From an optimization exercise on the open Yosys and OpenROAD flow, aimed at small area and a short achievable clock period; shortcuts taken in it are not production practice.
The RTL was checked by simulation tests, not by an equivalence proof against the original design.
The flow treats the clock pin as an ideal source. Dropping or thinning the clock tree relies on that and would not hold on a real chip.

== run A ==
Design mul32, start of the top module:
module mul32 (
    input             clk,
    input      [31:0] a,
    input      [31:0] b,
    output reg [63:0] product
);
    reg  [31:0] na_q;
    reg  [15:0] none_q, ntwo_q, neg_q;
    wire [15:0] none_d, ntwo_d, neg_d;
    wire [63:0] p;
    bw_booth_enc u_enc (.b(b), .none(none_d), .ntwo(ntwo_d), .neg(neg_d));
    baughWooleyArrayMultiplier u_mul (
        .product(p), .na(na_q), .none(none_q), .ntwo(ntwo_q), .neg(neg_q)
    );
    always @(posedge clk) begin
        na_q    <= ~a;
        none_q  <= none_d;
        ntwo_q  <= ntwo_d;
        neg_q   <= neg_d;
        product <= p;
    end
endmodule
For scale: ~2,400 cells after synthesis, about 140 flip-flops, roughly 130 I/O pins, ~24,000 µm² of cells after synthesis.
export LEC_CHECK = 0
export ABC_AREA = 1
export CAP_MARGIN = 20
export CORE_MARGIN = 2
export CORE_UTILIZATION = 40
export SLEW_MARGIN = 20
export SYNTH_HIERARCHICAL = 1
export SYNTH_MINIMUM_KEEP_SIZE = 0
create_clock -name core_clock -period 30.0 [get_ports {clk}]
standard.sh (not shown) runs the stock make flow with config.mk's settings and CLKGATE_MAP_FILE= SYNTH_SCRIPT=/design/flow/synth_recipe.tcl, a recipe that flattens the netlist after the stock synthesis.
==> flow/flow/run.sh <==
#!/bin/bash
export BUFFER_PORTS_ARGS="-buffer_cell sky130_fd_sc_hd__buf_2"
export CTS_ARGS="-sink_clustering_enable -repair_clock_nets -dont_use_dummy_load"
export POST_CTS_TCL="$PWD/flow/clock_inv.tcl"
export SETUP_SLACK_MARGIN=23.30
export POST_GLOBAL_PLACE_TCL="$PWD/flow/keep_outputs.tcl"
bash standard.sh > standard.log 2>&1
==> flow/flow/clock_inv.tcl <==
# Clock tree rework, run after CTS. CTS builds one root buffer that drives
# every leaf buffer across the die. Here the clock port instead drives up to
# four root inverters, one per quadrant of the leaves, and each leaf buffer
# becomes an inverter: every register's clock still passes through the same
# two stages (now inverting twice), keeping the tree balanced, with about
# half the insertion delay. Leaf clusters and flip-flops are left as CTS
# made them.
set root_cell sky130_fd_sc_hd__clkinv_16
set leaf_cell sky130_fd_sc_hd__clkinv_8
set block [ord::get_db_block]
set port_net [[$block findBTerm clk] getNet]
set roots {}
foreach it [$port_net getITerms] { lappend roots [$it getInst] }
if {[llength $roots] != 1} { error "clock_roots: expected one root buffer, found [llength $roots]" }
set root [lindex $roots 0]
set root_master [[$root getMaster] getName]
set root_out ""
foreach it [$root getITerms] {
  if {[$it isOutputSignal]} { set root_out [$it getNet] }
}
set leaves {}
foreach it [$root_out getITerms] {
  if {[$it isInputSignal]} { lappend leaves $it }
}
# every leaf must be a buffer whose output drives only flip-flop clock pins
foreach it $leaves {
  set li [$it getInst]
  if {![string match "*clkbuf*" [[$li getMaster] getName]]} { error "clock_roots: unexpected leaf [$li getName]" }
  foreach o [$li getITerms] {
    if {[$o isOutputSignal]} {
      foreach s [[$o getNet] getITerms] {
        if {[$s isInputSignal] && ![string match "*dfxtp*" [[[$s getInst] getMaster] getName]]} {
          error "clock_roots: leaf [$li getName] drives [[$s getInst] getName]"
        }
      }
    }
  }
}
puts "clock_roots: root [$root getName] ($root_master) drives [llength $leaves] pins"
# split the leaves at the median x, then each half at its median y
proc loc {it} {
  set b [[$it getInst] getBBox]
  return [list [expr {([$b xMin] + [$b xMax]) / 2}] [expr {([$b yMin] + [$b yMax]) / 2}]]
}
set pts {}
foreach it $leaves { lappend pts [concat [loc $it] [list $it]] }
set pts [lsort -integer -index 0 $pts]
set h [expr {[llength $pts] / 2}]
set groups {}
foreach half [list [lrange $pts 0 [expr {$h - 1}]] [lrange $pts $h end]] {
  set half [lsort -integer -index 1 $half]
  set q [expr {[llength $half] / 2}]
  lappend groups [lrange $half 0 [expr {$q - 1}]] [lrange $half $q end]
}
set n 0
foreach g $groups {
  if {[llength $g] == 0} continue
  set sx 0; set sy 0
  foreach p $g { incr sx [lindex $p 0]; incr sy [lindex $p 1] }
  set cx [expr {$sx / [llength $g]}]
  set cy [expr {$sy / [llength $g]}]
  set bname "clkroot_$n"
  set nname "clkroot_net_$n"
  set inst [odb::dbInst_create $block [[ord::get_db] findMaster $root_cell] $bname]
  set net [odb::dbNet_create $block $nname]
  $inst setLocation $cx $cy
  $inst setPlacementStatus PLACED
  $net setSigType CLOCK
  foreach p $g {
    set it [lindex $p 2]
    $it disconnect
    $it connect $net
  }
  foreach it [$inst getITerms] {
    if {[$it isOutputSignal]} { $it connect $net }
    if {[$it isInputSignal]} { $it connect $port_net }
  }
  puts "clock_roots: $bname at $cx $cy drives [llength $g] pins"
  incr n
}
# replace each leaf buffer by an inverter at the same place
set k 0
foreach it $leaves {
  set li [$it getInst]
  set in_net ""
  set out_net ""
  foreach t [$li getITerms] {
    if {[$t isInputSignal]} { set in_net [$t getNet] }
    if {[$t isOutputSignal]} { set out_net [$t getNet] }
  }
  set loc [$li getLocation]
  set ni [odb::dbInst_create $block [[ord::get_db] findMaster $leaf_cell] "clkleaf_$k"]
  $ni setLocation [lindex $loc 0] [lindex $loc 1]
  $ni setPlacementStatus PLACED
  odb::dbInst_destroy $li
  foreach t [$ni getITerms] {
    if {[$t isInputSignal]} { $t connect $in_net }
    if {[$t isOutputSignal]} { $t connect $out_net }
  }
  incr k
}
odb::dbInst_destroy $root
odb::dbNet_destroy $root_out
detailed_placement
check_placement
estimate_parasitics -placement
==> flow/flow/keep_outputs.tcl <==
set block [ord::get_db_block]
set n 0
foreach bt [$block getBTerms] {
  if {[$bt getIoType] != "OUTPUT"} continue
  foreach it [[$bt getNet] getITerms] {
    if {[$it isOutputSignal]} {
      [$it getInst] setDoNotTouch 1
      incr n
    }
  }
}
puts "keep_outputs: $n output buffers marked dont_touch"
Setup changes, run A to run B
--- a/flow/flow/run.sh
+++ b/flow/flow/run.sh
@@ -5,2 +4,0 @@
-export SETUP_SLACK_MARGIN=23.30
-export POST_GLOBAL_PLACE_TCL="$PWD/flow/keep_outputs.tcl"
removed: flow/flow/keep_outputs.tcl
==> run summary <==
Run B | stages: all done | timing, DRC, antenna: all pass. Diff run B..run A | via count | negligible. As far as routed wirelength normalized by instance count is concerned, run B and run A perform about the same. Signed area change from the synthesized netlist to the final layout (lower): run B. Final design instance area without fill delta (run A -> run B): insignificant.
[inputs] run C vs run B
--- a/flow/flow/run.sh
+++ b/flow/flow/run.sh
@@ -4,0 +5,2 @@
+export SETUP_SLACK_MARGIN=23.30
+export POST_GLOBAL_PLACE_TCL="$PWD/flow/keep_outputs.tcl"
==> flow/flow/keep_outputs.tcl (new file) <==
set block [ord::get_db_block]
set n 0
foreach bt [$block getBTerms] {
  if {[$bt getIoType] != "OUTPUT"} continue
  set net [$bt getNet]
  foreach it [$net getITerms] {
    if {![$it isOutputSignal]} continue
    set buf [$it getInst]
    $buf setDoNotTouch 1
    incr n
    foreach bi [$buf getITerms] {
      if {![$bi isInputSignal]} continue
      foreach d [[$bi getNet] getITerms] {
        if {[$d isOutputSignal] && [[[$d getInst] getMaster] isSequential]} {
          [$d getInst] setDoNotTouch 1
          incr n
        }
      }
    }
  }
}
puts "keep_outputs: $n cells marked dont_touch"
Results
Re port buffer count: no difference whatsoever between run B and run C. For vertical die dimension, run C and run B come out practically identical. Run B: done, clean on timing, DRC and antenna. Status(run C) = ERROR, stage = clock tree synthesis (4_1_cts). From run B to run C the numbers moved as follows: proportion of synthesized chip area in sequential cells essentially unchanged, initial core utilization has remained practically unchanged.
Setup changes, run C to run D
--- a/flow/flow/clock_inv.tcl
+++ b/flow/flow/clock_inv.tcl
@@ -9 +9 @@
-set leaf_cell sky130_fd_sc_hd__clkinv_8
+set leaf_cell sky130_fd_sc_hd__clkinv_4
==> flow/flow/keep_outputs.tcl <==
set block [ord::get_db_block]
set n 0
foreach bt [$block getBTerms] {
  if {[$bt getIoType] != "OUTPUT"} continue
  foreach it [[$bt getNet] getITerms] {
    if {[$it isOutputSignal]} {
      [$it getInst] setDoNotTouch 1
      incr n
    }
  }
}
puts "keep_outputs: $n output buffers marked dont_touch"
Findings:
- Compared with run C, in run D synthesized netlist net count shows no meaningful change, synthesized instance count neither gained nor lost much, cell area after synthesis barely changed, pre-CTS setup slack shows no meaningful change.
- Re xor and xnor fraction of the mapped netlist area: no difference whatsoever between run D and run C.
- ~same number of placement rows in run C and run D
- As far as sequential area share after synthesis goes, run C and run D are indistinguishable; the numbers are identical.
- Run D finished every stage and its layout cleared the timing, DRC and antenna checks.
- From run C to run D, number of port buffers did not move at all.
#### Input delta (run E over run D)
--- a/flow/flow/run.sh
+++ b/flow/flow/run.sh
@@ -5,2 +5 @@
-export SETUP_SLACK_MARGIN=23.30
-export POST_GLOBAL_PLACE_TCL="$PWD/flow/keep_outputs.tcl"
+export SETUP_SLACK_MARGIN=23.35
--- a/flow/flow/clock_inv.tcl
+++ b/flow/flow/clock_inv.tcl
@@ -9 +9 @@
-set leaf_cell sky130_fd_sc_hd__clkinv_4
+set leaf_cell sky130_fd_sc_hd__clkinv_8
removed: flow/flow/keep_outputs.tcl
--- outcome ---
- In summary, run E completed successfully, with a layout that passed the timing, DRC and antenna checks.
- On worst-skew pair later-pin latency, run D and run E are neck and neck.
- There was hardly any difference in met2 usage between run D and run E.
- Startpoint of the most critical setup path = product[7]: run E; startpoint of the most critical setup path = product[43]: run D
- Setup WNS run D -> run E: better
- NOTE: slew at the pin with the worst max-slew slack in run E exceeds that of run D
- Taking run D as the reference, in run E sequential cell count did not really move; via count barely changed; routed wire length has remained practically unchanged.
For run F, these inputs were changed with respect to run E:
--- a/flow/flow/run.sh
+++ b/flow/flow/run.sh
@@ -5 +5 @@
-export SETUP_SLACK_MARGIN=23.35
+export SETUP_SLACK_MARGIN=23.25
Results
Run F | stages: all done | timing, DRC, antenna: all pass. From run E to run F, synthesized cell count did not move at all. Diff run E..run F | final standard cell area without fillers | negligible. Flip-flop and latch count came out exactly the same in run E and run F.
The clock cells of run A, run B, run D, run E and run F come from the design's own scripts or RTL, not from TritonCTS.

==> what the ideal ports hide <==
No port has a modelled driver above. Below, the same layouts with a new extraction and two added sets of constraints.
Step 1 assumes that a clkbuf_16 drives the clock port and a buf_2 every other input.
Step 2 times the ports against the registers' clock, not the clock port: input delays grow and output delays shrink by t, the midpoint of the rising clock arrivals with the driver on.
Three values: no drivers, after step 1, after step 2; two values: the first two.
run	t, ns	setup slack, ns	worst hold slack (ns)
run A	0.404	23.389 / 23.134 / 23.478	0.787 / 0.787 / 0.787
run B	0.405	23.276 / 23.135 / 23.275	0.759 / 0.761 / 0.761
run D	0.386	23.380 / 23.136 / 23.480	0.800 / 0.801 / 0.801
run E	0.405	23.401 / 23.145 / 23.474	0.793 / 0.794 / 0.794
run F	0.406	23.399 / 23.144 / 23.475	0.787 / 0.788 / 0.788
After both steps setup and hold are still met in every run listed. For run B, which loses most, drivers alone change the setup slack by -0.141 ns; drivers and shift together by -0.001 ns.
